Background: an optimization exercise with open tools, aiming at small area, a short achievable clock period and few clock cycles. Do not read the settings as production practice.
Only simulation tests tie the RTL to the original design; equivalence was not proved.
Power and IR drop assume default switching activity.

File: flow/constraint.sdc
create_clock -name core_clock -period 6.5 [get_ports {CLK}]
set_input_delay 1.3000 -clock core_clock [delete_from_list [all_inputs] [get_ports {CLK}]]
set_output_delay 1.3000 -clock core_clock [all_outputs]
set_load 0.01 [all_outputs]
File: flow/run.sh
#!/bin/bash
# synth_recipe.tcl (not shown) runs the flow's synth.tcl, then flattens the netlist and writes it again
# the make line also repeats each setting of config.mk as NAME=value (left out here)
make -C /OpenROAD-flow-scripts/flow DESIGN_CONFIG=/design/flow/config.mk WORK_HOME=/design/flow/orfs CLKGATE_MAP_FILE= SYNTH_SCRIPT=/design/flow/synth_recipe.tcl finish
File: flow/design.v
module LASER (
    input CLK,
    input RST,
    input [3:0] X,
    input [3:0] Y,
    output reg [3:0] C1X,
    output reg [3:0] C1Y,
    output reg [3:0] C2X,
    output reg [3:0] C2Y,
    output reg DONE);
  parameter DATA_WIDTH      = 4;
  parameter VALID_POINT_NUM = 40;
  parameter VALID_POINT_NUM_BY_FOUR = 10;
  parameter ITER_NUM        = 4;
  parameter VALID_PTS_WIDTH       = 6;
  parameter RADIUS = 4;
  integer idx,depth;
  reg[6:0] currentState, nextState;
  localparam IDLE         = 7'b0000001;
  localparam RD_DATA      = 7'b0000010;
  localparam FIRST_TRY_C1 = 7'b0000100;
  localparam FIND_C2      = 7'b0001000;
  localparam FIND_C1      = 7'b0010000;
  localparam EVAL         = 7'b0100000;
  localparam FINISH         = 7'b1000000;
  wire state_IDLE         = currentState[0];
  wire state_RD_DATA      = currentState[1];
  wire state_FIRST_TRY_C1 = currentState[2];
  wire state_FIND_C2      = currentState[3];
  wire state_FIND_C1      = currentState[4];
  wire state_EVAL         = currentState[5];
  wire state_DONE         = currentState[6];
  reg[5:0] valid_pts_cnt;
  reg[DATA_WIDTH-1:0] row_ptr,col_ptr;
  reg[2:0] iters_cnt ;
  wire[1:0] rd_data_in_switch = valid_pts_cnt[1:0];
  reg[VALID_PTS_WIDTH-1:0] curr_valid_Num_acc_ff;
  reg[VALID_PTS_WIDTH-1:0] best_Num_ff;
  reg[DATA_WIDTH-1:0] bestC1X_ff,bestC1Y_ff,bestC2X_ff,bestC2Y_ff;
  reg[DATA_WIDTH-1:0] valid_pts_X_cir_buf[0:VALID_POINT_NUM_BY_FOUR-1][0:3];
  reg[DATA_WIDTH-1:0] valid_pts_Y_cir_buf[0:VALID_POINT_NUM_BY_FOUR-1][0:3];
  reg [VALID_PTS_WIDTH-1:0] det_inside_C1;
  reg [VALID_PTS_WIDTH-1:0] det_inside_C2;
  reg [VALID_PTS_WIDTH-1:0] curr_valid_Num_acc_wr;
  wire[3:0] pt_is_in;
  wire[DATA_WIDTH-1:0] current_validX1 = valid_pts_X_cir_buf[VALID_POINT_NUM_BY_FOUR-1][0];
  wire[DATA_WIDTH-1:0] current_validY1 = valid_pts_Y_cir_buf[VALID_POINT_NUM_BY_FOUR-1][0];
  wire[DATA_WIDTH-1:0] current_validX2 = valid_pts_X_cir_buf[VALID_POINT_NUM_BY_FOUR-1][1];
  wire[DATA_WIDTH-1:0] current_validY2 = valid_pts_Y_cir_buf[VALID_POINT_NUM_BY_FOUR-1][1];
  wire[DATA_WIDTH-1:0] current_validX3 = valid_pts_X_cir_buf[VALID_POINT_NUM_BY_FOUR-1][2];
  wire[DATA_WIDTH-1:0] current_validY3 = valid_pts_Y_cir_buf[VALID_POINT_NUM_BY_FOUR-1][2];
  wire[DATA_WIDTH-1:0] current_validX4 = valid_pts_X_cir_buf[VALID_POINT_NUM_BY_FOUR-1][3];
  wire[DATA_WIDTH-1:0] current_validY4 = valid_pts_Y_cir_buf[VALID_POINT_NUM_BY_FOUR-1][3];
  wire rd_data_done_f        = valid_pts_cnt == (VALID_POINT_NUM-1) && state_RD_DATA;
  wire valid_pts_traversed_f = valid_pts_cnt == (VALID_POINT_NUM_BY_FOUR-1) &&
       (state_FIND_C1 || state_FIND_C2 || state_FIRST_TRY_C1) ;
  wire first_try_done_f      = row_ptr == 15 && col_ptr == 15
       && state_FIRST_TRY_C1 && valid_pts_traversed_f;
  wire find_C2_done_f      = row_ptr == 15 && col_ptr == 15 && state_FIND_C2;
  wire find_C1_done_f      = row_ptr == 15 && col_ptr == 15 && state_FIND_C1;
  wire value_converged_f   = curr_valid_Num_acc_ff == best_Num_ff && state_EVAL;
  wire iters_done_f        = iters_cnt == ITER_NUM-1;
  always @(posedge CLK)
  begin
    if(RST)
    begin
      currentState <= RD_DATA;
    end
    else
    begin
      currentState <= nextState;
    end
  end
  always @(*)
  begin
    case (currentState)
      IDLE    :
      begin
        nextState            = RD_DATA;
      end
      RD_DATA :
      begin
        nextState            = rd_data_done_f   ? FIRST_TRY_C1 : RD_DATA;
      end
      FIRST_TRY_C1 :
      begin
        nextState            = first_try_done_f ? FIND_C2 : FIRST_TRY_C1;
      end
      FIND_C2 :
      begin
        nextState            = find_C2_done_f ? FIND_C1 : FIND_C2;
      end
      FIND_C1 :
      begin
        nextState            =  find_C1_done_f ? EVAL : FIND_C1;
      end
      EVAL    :
      begin
        nextState            = (iters_done_f || value_converged_f) ? FINISH:FIND_C2;
      end
      FINISH    :
      begin
        nextState            = IDLE;
      end
      default :
      begin
        nextState            = IDLE;
      end
    endcase
  end
  always @(posedge CLK)
  begin
    if(RST)
    begin
      row_ptr <= 0;
      col_ptr <= 0;
    end
    else if(state_IDLE || currentState != nextState)
    begin
      row_ptr <= 0;
      col_ptr <= 0;
    end
    else
    begin
      if(first_try_done_f || find_C1_done_f || find_C2_done_f)
      begin
        row_ptr  <= 0;
        col_ptr  <= 0;
      end
      else
      begin
        row_ptr  <= (col_ptr == 15) && valid_pts_traversed_f ?
                 row_ptr+1 : row_ptr ;
        col_ptr  <= valid_pts_traversed_f ?
                 ((col_ptr==15) ? 0 :col_ptr+1) : col_ptr;
      end
    end
  end
  always @(posedge CLK)
  begin
    if(RST)
    begin
      valid_pts_cnt <= 0;
    end
    else if(state_IDLE || currentState != nextState || valid_pts_traversed_f)
    begin
      valid_pts_cnt <= 0;
    end
    else if(state_RD_DATA)
    begin
      valid_pts_cnt <= valid_pts_cnt + 1;
    end
    else if(state_FIND_C1 || state_FIND_C2 || state_FIRST_TRY_C1)
    begin
      valid_pts_cnt <= valid_pts_cnt + 1;
    end
    else
    begin
      valid_pts_cnt <= valid_pts_cnt;
    end
  end
  always @(posedge CLK)
  begin
    if(RST)
    begin
      iters_cnt <= 0;
    end
    else if(state_IDLE)
    begin
      iters_cnt <= 0;
    end
    else if(find_C1_done_f)
    begin
      iters_cnt <= iters_cnt + 1;
    end
    else
    begin
      ;
    end
  end
  always @(posedge CLK)
  begin
    if(state_RD_DATA)
    begin
      for ( depth = 0 ; depth < 4 ; depth = depth + 1)
        for(idx = 1 ; idx < VALID_POINT_NUM_BY_FOUR ; idx = idx+1)
        begin
          if(rd_data_in_switch==2'b00)
          begin
            valid_pts_X_cir_buf[idx][depth] <= valid_pts_X_cir_buf[idx-1][depth];
            valid_pts_Y_cir_buf[idx][depth] <= valid_pts_Y_cir_buf[idx-1][depth];
          end
        end
      case(rd_data_in_switch)
        2'b00:
        begin
          valid_pts_X_cir_buf[0][0] <= X;
          valid_pts_Y_cir_buf[0][0] <= Y;
        end
        2'b01:
        begin
          valid_pts_X_cir_buf[0][1] <= X;
          valid_pts_Y_cir_buf[0][1] <= Y;
        end
        2'b10:
        begin
          valid_pts_X_cir_buf[0][2] <= X;
          valid_pts_Y_cir_buf[0][2] <= Y;
        end
        2'b11:
        begin
          valid_pts_X_cir_buf[0][3] <= X;
          valid_pts_Y_cir_buf[0][3] <= Y;
        end
        default:
        begin
          valid_pts_X_cir_buf[0][0] <= 0;
          valid_pts_Y_cir_buf[0][0] <= 0;
        end
      endcase
    end
    else if((state_FIND_C1 || state_FIRST_TRY_C1 || state_FIND_C2))
    begin
      for(depth = 0 ;depth < 4 ; depth= depth + 1)
        for(idx = 1 ; idx < VALID_POINT_NUM_BY_FOUR ; idx = idx+1)
        begin
          valid_pts_X_cir_buf[idx][depth] <= valid_pts_X_cir_buf[idx-1][depth];
          valid_pts_Y_cir_buf[idx][depth] <= valid_pts_Y_cir_buf[idx-1][depth];
          valid_pts_X_cir_buf[0][depth] <= valid_pts_X_cir_buf[VALID_POINT_NUM_BY_FOUR-1][depth];
          valid_pts_Y_cir_buf[0][depth] <= valid_pts_Y_cir_buf[VALID_POINT_NUM_BY_FOUR-1][depth];
        end
    end
    else
    begin
      ;
    end
  end
  always @(posedge CLK)
  begin
    if(RST)
    begin
      bestC1X_ff <= 0;
      bestC1Y_ff <= 0;
      bestC2X_ff <= 0;
      bestC2Y_ff <= 0;
      best_Num_ff <= 0;
    end
    else if(state_IDLE)
    begin
      bestC1X_ff <= 0;
      bestC1Y_ff <= 0;
      bestC2X_ff <= 0;
      bestC2Y_ff <= 0;
      best_Num_ff <= 0;
    end
    else if(state_FIRST_TRY_C1 || state_FIND_C1)
    begin
      if(curr_valid_Num_acc_wr >= best_Num_ff)
      begin
        bestC1X_ff <= col_ptr;
        bestC1Y_ff <= row_ptr;
        best_Num_ff <= curr_valid_Num_acc_wr;
      end
      else
      begin
        ;
      end
    end
    else if(state_FIND_C2)
    begin
      if(curr_valid_Num_acc_wr >= best_Num_ff)
      begin
        bestC2X_ff <= col_ptr;
        bestC2Y_ff <= row_ptr;
        best_Num_ff <= curr_valid_Num_acc_wr;
      end
      else
      begin
        ;
      end
    end
    else
    begin
      bestC1X_ff <= bestC1X_ff;
      bestC1Y_ff <= bestC1Y_ff;
      bestC2X_ff <= bestC2X_ff;
      bestC2Y_ff <= bestC2Y_ff;
      best_Num_ff <= best_Num_ff;
    end
  end
  always @(posedge CLK)
  begin
    if(RST)
    begin
      C1X <= 0;
      C1Y <= 0;
      C2X <= 0;
      C2Y <= 0;
      DONE <= 0;
    end
    else if(state_IDLE)
    begin
      C1X <= 0;
      C1Y <= 0;
      C2X <= 0;
      C2Y <= 0;
      DONE <= 0;
    end
    else if(state_DONE)
    begin
      C1X <= bestC1X_ff;
      C1Y <= bestC1Y_ff;
      C2X <= bestC2X_ff;
      C2Y <= bestC2Y_ff;
      DONE <= 1;
    end
    else
    begin
      ;
    end
  end
  reg[DATA_WIDTH-1:0] C1_Xin;
  reg[DATA_WIDTH-1:0] C1_Yin;
  wire[DATA_WIDTH-1:0] C1_Xin_feed = C1_Xin;
  wire[DATA_WIDTH-1:0] C1_Yin_feed = C1_Yin;
  reg[DATA_WIDTH-1:0] C2_Xin;
  reg[DATA_WIDTH-1:0] C2_Yin;
  wire[DATA_WIDTH-1:0] C2_Xin_feed = C2_Xin;
  wire[DATA_WIDTH-1:0] C2_Yin_feed = C2_Yin;
  always @(*)
  begin:DET_IN_INPUTS
    if(state_FIRST_TRY_C1)
    begin
      C1_Xin = col_ptr;
      C1_Yin = row_ptr;
      C2_Xin = col_ptr;
      C2_Yin = row_ptr;
    end
    else if(state_FIND_C1)
    begin
      C1_Xin = col_ptr;
      C1_Yin = row_ptr;
      C2_Xin = bestC2X_ff;
      C2_Yin = bestC2Y_ff;
    end
    else if(state_FIND_C2)
    begin
      C1_Xin = bestC1X_ff;
      C1_Yin = bestC1Y_ff;
      C2_Xin = col_ptr;
      C2_Yin = row_ptr;
    end
    else
    begin
      C1_Xin = 0;
      C1_Yin = 0;
      C2_Xin = 0;
      C2_Yin = 0;
    end
  end
  always @(posedge CLK )
  begin
    if(RST)
    begin
      curr_valid_Num_acc_ff <= 0;
    end
    else if(state_IDLE || valid_pts_traversed_f||currentState!=nextState)
    begin
      curr_valid_Num_acc_ff <= 0;
    end
    else if(state_FIND_C1 || state_FIND_C2 || state_FIRST_TRY_C1)
    begin
      curr_valid_Num_acc_ff <= curr_valid_Num_acc_wr;
    end
    else
    begin
      curr_valid_Num_acc_ff <= curr_valid_Num_acc_ff;
    end
  end
  always @(*)
  begin
    curr_valid_Num_acc_wr = (pt_is_in[0] + pt_is_in[1]) + (pt_is_in[2] +pt_is_in[3])
                          + curr_valid_Num_acc_ff;
  end
  det_inside
    #(
      .RADIUS (RADIUS )
    )
    u_det_inside0(
      .circle1X (C1_Xin_feed ),
      .circle1Y (C1_Yin_feed ),
      .circle2X (C2_Xin_feed ),
      .circle2Y (C2_Yin_feed ),
      .validX   (current_validX1),
      .validY   (current_validY1),
      .pt_is_in (pt_is_in[0] )
    );
  det_inside
    #(
      .RADIUS (RADIUS )
    )
    u_det_inside1(
      .circle1X (C1_Xin_feed ),
      .circle1Y (C1_Yin_feed ),
      .circle2X (C2_Xin_feed ),
      .circle2Y (C2_Yin_feed ),
      .validX   (current_validX2),
      .validY   (current_validY2),
      .pt_is_in (pt_is_in[1] )
    );
  det_inside
    #(
      .RADIUS (RADIUS )
    )
    u_det_inside2(
      .circle1X (C1_Xin_feed ),
      .circle1Y (C1_Yin_feed ),
      .circle2X (C2_Xin_feed ),
      .circle2Y (C2_Yin_feed ),
      .validX   (current_validX3   ),
      .validY   (current_validY3  ),
      .pt_is_in (pt_is_in[2] )
    );
  det_inside
    #(
      .RADIUS (RADIUS )
    )
    u_det_inside3(
      .circle1X (C1_Xin_feed ),
      .circle1Y (C1_Yin_feed ),
      .circle2X (C2_Xin_feed ),
      .circle2Y (C2_Yin_feed ),
      .validX   (current_validX4   ),
      .validY   (current_validY4   ),
      .pt_is_in (pt_is_in[3] )
    );
endmodule
module det_inside(input[3:0] circle1X,
                    input[3:0] circle1Y,
                    input[3:0] circle2X,
                    input[3:0] circle2Y,
                    input[3:0] validX,
                    input[3:0] validY,
                    output pt_is_in);
  parameter RADIUS = 4;
  reg det_inside_C1,det_inside_C2;
  wire signed[4:0] dispC1X = validX - circle1X;
  reg[3:0] absDispC1X;
  wire signed[4:0] dispC1Y = validY - circle1Y;
  reg[3:0] absDispC1Y;
  wire signed[4:0] dispC2X = validX - circle2X;
  reg[3:0] absDispC2X;
  wire signed[4:0] dispC2Y = validY - circle2Y;
  reg[3:0] absDispC2Y;
  always @(*)
  begin: absoulute
    if(dispC1X > 0)
    begin
      absDispC1X = dispC1X;
    end
    else
    begin
      absDispC1X = ~dispC1X+1;
    end
    if(dispC1Y > 0)
    begin
      absDispC1Y = dispC1Y;
    end
    else
    begin
      absDispC1Y = ~dispC1Y+1;
    end
    if(dispC2X > 0)
    begin
      absDispC2X = dispC2X;
    end
    else
    begin
      absDispC2X = ~dispC2X+1;
    end
    if(dispC2Y > 0)
    begin
      absDispC2Y = dispC2Y;
    end
    else
    begin
      absDispC2Y = ~dispC2Y+1;
    end
  end
  always@(*)
  begin: DET_INSIDE
    det_inside_C1 = ((absDispC1X == RADIUS) && (absDispC1Y == 0))
                  || ((absDispC1X == 0) && (absDispC1Y == RADIUS))
                  || (((absDispC1X <= RADIUS - 1) && (absDispC1Y <= RADIUS - 1))
                      && ~((absDispC1X == RADIUS - 1) && (absDispC1Y == RADIUS - 1)));
    det_inside_C2 = ((absDispC2X == RADIUS) && (absDispC2Y == 0))
                  || ((absDispC2X == 0) && (absDispC2Y == RADIUS))
                  || (((absDispC2X <= RADIUS - 1) && (absDispC2Y <= RADIUS - 1))
                      && ~((absDispC2X == RADIUS - 1) && (absDispC2Y == RADIUS - 1)));
  end
  assign pt_is_in = det_inside_C1 || det_inside_C2;
endmodule
File: flow/config.mk
export PLATFORM = sky130hd
export DESIGN_NAME = LASER
export DESIGN_NICKNAME = LASER
export VERILOG_FILES = /design/flow/design.v
export SDC_FILE = /design/flow/constraint.sdc
export NUM_CORES = 4
export LEC_CHECK = 0
export CAP_MARGIN = 20
export CORE_MARGIN = 2
export CORE_UTILIZATION = 40
export SLEW_MARGIN = 20
==> results by group <==
Power and ir drop
  – Pwr Density: just over 500 nW/um^2
  – Worst vdd ir: approximately 430 uV
  – Tot Pwr: roughly 11 mW
  – Leakage Power: a little under 8 nW

Clocking
  – Clk slew on worst S/H paths: around 60 ps
  – Num CTS Buffers: 40
  – Clock tree buffer depth: 3
  – Clock H-tree levels: 2
  – CTS tree: done
  – Clk sink count: between 300 and 400
  – Clock latency at the later pin of the worst-skew pair: about 530 ps
  – CTS root buf: clkbuf_16

Placed design
  – Port Buffers: 26
  – Place WS: -493 ps
  – DP HPWL: about 27000 um
  – Final GP Congestion: ~0.9
  – Dpl cell area: roughly 20000 um^2

STA
  – Final Hold Vio Count: 0
  – FMAX: between 150 and 200 MHz
  – Worst-Margin Slew: 1060 ps
  – Final Max Slew Viols: 0
  – Worst Skew: around 21 ps
  – Final setup viols: 0
  – Max transition margin: 29.5%
  – Tcrit/Tclk final: 96.2%
  – Setup Total Neg Slack: 0 ps
  – Shortest period the worst path allows: 6250 ps
  – PnR worst setup slack: about 250 ps

Yosys
  – Cell variety after synth: around 80
  – Mux cell area share after synthesis: between 3 and 4%
  – Compound-gate portion of the synthesized area: under 10%
  – Mapped cell area: ~18000 um^2
  – Synth Warn #: 4
  – Ys async rst share: 0%
  – Post-Syn Instances: 1380
  – Main combinational cell family by area after synthesis: adder cells
  – EDFF count, synth: 320
  – Number of synthesized register bits: 389
  – Post-Synth XOR/XNOR Area: 5.17%
  – Synthesized net count: between 1k and 1.5k
  – Syn_area_per_cell: 12.9 um^2
  – Count leader, synth: edfxtp_1
  – Synth top area cells: edfxtp_1 54%, dfxtp_1 7.8%, ha_1 7.0%, xnor2_1 3.5%, mux2i_1 2.9%
  – Post-synthesis simple-gate area fraction: around 8.5%
  – Area leader, netlist: edfxtp_1
  – Sequential area share after synthesis: between 60% and 70%
  – Area share of fa/ha/maj cells after synthesis: a little under a tenth
  – Commonest cells in the netlist: 320 x edfxtp_1, 110 x nor2_1, 99 x ha_1
  – Ys flop type: edfxtp_1
  – Area share of the largest cell type after synthesis: 54.0%

Floorplan
  – Die W: 215 um
  – Die ar.: ~46000 um^2
  – I/O pins: 27
  – Initial Util: just over 40%
  – CORE AREA: between 40000 and 50000 um^2
  – Row count: 77
  – Die height: 215 um

Outcome
  – Outcome: complete, no violations

Route
  – Drt via density: 5.10
  – Per-cell routed wire length: roughly 18 um
  – Initial drt markers: 832
  – DRC: 0
  – Drt total wl: between 30000 and 40000 um
  – Post-route antenna net violation count: 0
  – Via count: 11.1k
  – Router iterations before antenna repair: 5

Setup path
  – Critical Path AT: roughly 6600 ps
  – Critical path launch point type: register
  – Most used cell along the critical path: fa_1
  – Crit end category: register
  – Critical path class: reg2reg
  – Largest stage delay on the critical path: approximately 500 ps
  – Critical path peak fanout: 8
  – Crit-path slowest cell: fa_1
  – Data required, critical path: roughly 6900 ps

Cells and area
  – Ratio of cells with drive above 1 in the final layout: ~18%
  – Layout area overhead: 20.3%
  – Fin nets: approximately 1.7k
  – Fin area: around 21000 um^2
  – Ant. Diodes: 0

Global routing
  – Total gr overflow: 0
  – Largest net degree at the start of global routing: around 130
  – Initial antenna violation count: 0
  – Vias in the first global route: 10.8k
  – First-pass GRT wire length: between 50000 and 60000 um
  – Gr usage total: ~16%

Worst hold path
  – Worst Hold Class: reg2reg

Job
  – # Max-Cap Violations: 0
per-stage QoR:
stage / cells / hold slack, ps / util, %
after floorplan: 1380 / 400 / -
after global placement: 2094 / 401 / 44.6
after detailed placement: 2094 / 405 / 44.6
after CTS: 2167 / 413 / 47.8
after global routing: 2169 / 417 / 48.6
final: 2169 / 411 / 48.6
worst max-delay path, delay by kind of cell (launching register included):
kind	cells	cell delay (ps)
compound gates	7	1290
flops	1	320
simple gates	7	810
fa+ha+maj	7	2550
mux	2	540
xor+xnor	1	180
buf+inv	3	380
final cells by class:
| class | instances | area (um^2) |
|---|---|---|
| fillers | 3903 | 22600 |
| flip-flops and latches | 389 | 11000 |
| multi-input cells | 860 | 6620 |
| repair buffers | 167 | 1350 |
| clock buffers | 46 | 1040 |
| well taps | 592 | 741 |
| inverters | 89 | 334 |
| clock inverters | 26 | 293 |
report_power, final:
group / total (mW) / leakage, nW / switching (mW) / internal, mW
Sequential: 4.78 / 3.73 / 0.440 / 4.34
Combinational: 4.00 / 3.51 / 2.35 / 1.65
Clock: 2.32 / 0.647 / 0.924 / 1.40
final timing paths:
| path | from | to | slack, ps | cells after the start |
|---|---|---|---|---|
| worst max-delay path | currentState[3]$_SDFF_PP0_ | bestC2Y_ff[0]$_SDFFE_PP0P_ | 250 | 27 |
| worst min-delay path | valid_pts_Y_cir_buf[35][3]$_DFFE_PP_ | valid_pts_Y_cir_buf[39][3]$_DFFE_PP_ | 410 | 0 |
| worst max register to register | currentState[3]$_SDFF_PP0_ | bestC2Y_ff[0]$_SDFFE_PP0P_ | 250 | 27 |
| worst min register to register | valid_pts_Y_cir_buf[35][3]$_DFFE_PP_ | valid_pts_Y_cir_buf[39][3]$_DFFE_PP_ | 410 | 0 |
repair_timing:
item                       in CTS  in global routing
gates resized for setup        15                 71
hold endpoints to repair        0                  0
setup endpoints to repair      22                 22
gates cloned                    0                  0
hold buffers                    0                  0
setup buffers                   1                  2
pin swaps                       9                 28
registers in the layout (all words and copies together) (netlist names):
register,cells
bestC2Y_ff,4
best_Num_ff,6
C2Y,4
valid_pts_X_cir_buf,160
curr_valid_Num_acc_ff,6
valid_pts_cnt,6
col_ptr,4
C1X,4
bestC2X_ff,4
row_ptr,4
valid_pts_Y_cir_buf,160
C1Y,4
C2X,4
bestC1Y_ff,4
DONE,1
currentState,7
iters_cnt,3
bestC1X_ff,4
cells in the final DEF (no fill, tap or decap), types with 11 or more instances in the layout:
master,Yosys,layout
o21ai_1,6,11
nand3_1,24,23
nor2b_1,14,13
o211ai_1,16,16
a31oi_1,21,20
maj3_1,27,23
xnor2_1,72,68
edfxtp_1,320,320
nand2_1,70,67
a21oi_1,55,50
inv_1,88,84
xor2_1,23,23
dfxtp_1,69,65
o21ai_0,69,62
clkdlybuf4s50_1,0,26
buf_4,0,135
nor3_1,20,19
ha_1,99,93
mux2i_1,52,52
clkbuf_16,0,41
nor2_1,110,105
per-layer routing:
metal	GRT usage, %	up-vias	routed length, um
li1	-	5416	-
met5	0	-	0
met4	5.67	0	1050
met2	24.9	213	16700
met3	2.35	66	1380
met1	24.0	5373	19000
cell families after synthesis:
group                    after synthesis
XOR/XNOR                             100
flip-flops                           389
AND/OR/NAND/NOR                      316
buffers and inverters                131
AO/OA/AOI/OAI                        250
multiplexers                          60
adder cells (fa/ha/maj)              134
Testbench counts, summed over its fixed seeds: cycles 2,292,608.

port drivers added, routing unchanged:
The results above use ideal ports. As a check the final layout listed here was re-extracted and re-timed, cells and wires unchanged.
Step 1 sets driving cells, clkbuf_16 on the clock port and buf_2 on the other inputs (assumed; they add their load-dependent delay and slew).
Step 2 times the ports against the registers' clock, not the clock port: input delays grow and output delays shrink by t, the midpoint of the rising clock arrivals with the driver on.
Three values: no drivers, after step 1, after step 2; two values: the first two.
t (ns): 0.573
slack for setup (ns): 0.249 / 0.249 / 0.249
worst slew at a driven data input, ns: 0.05
After both steps this run still meets setup and hold. For this run, drivers alone change the setup slack by 0.000 ns; drivers and shift together by 0.000 ns.
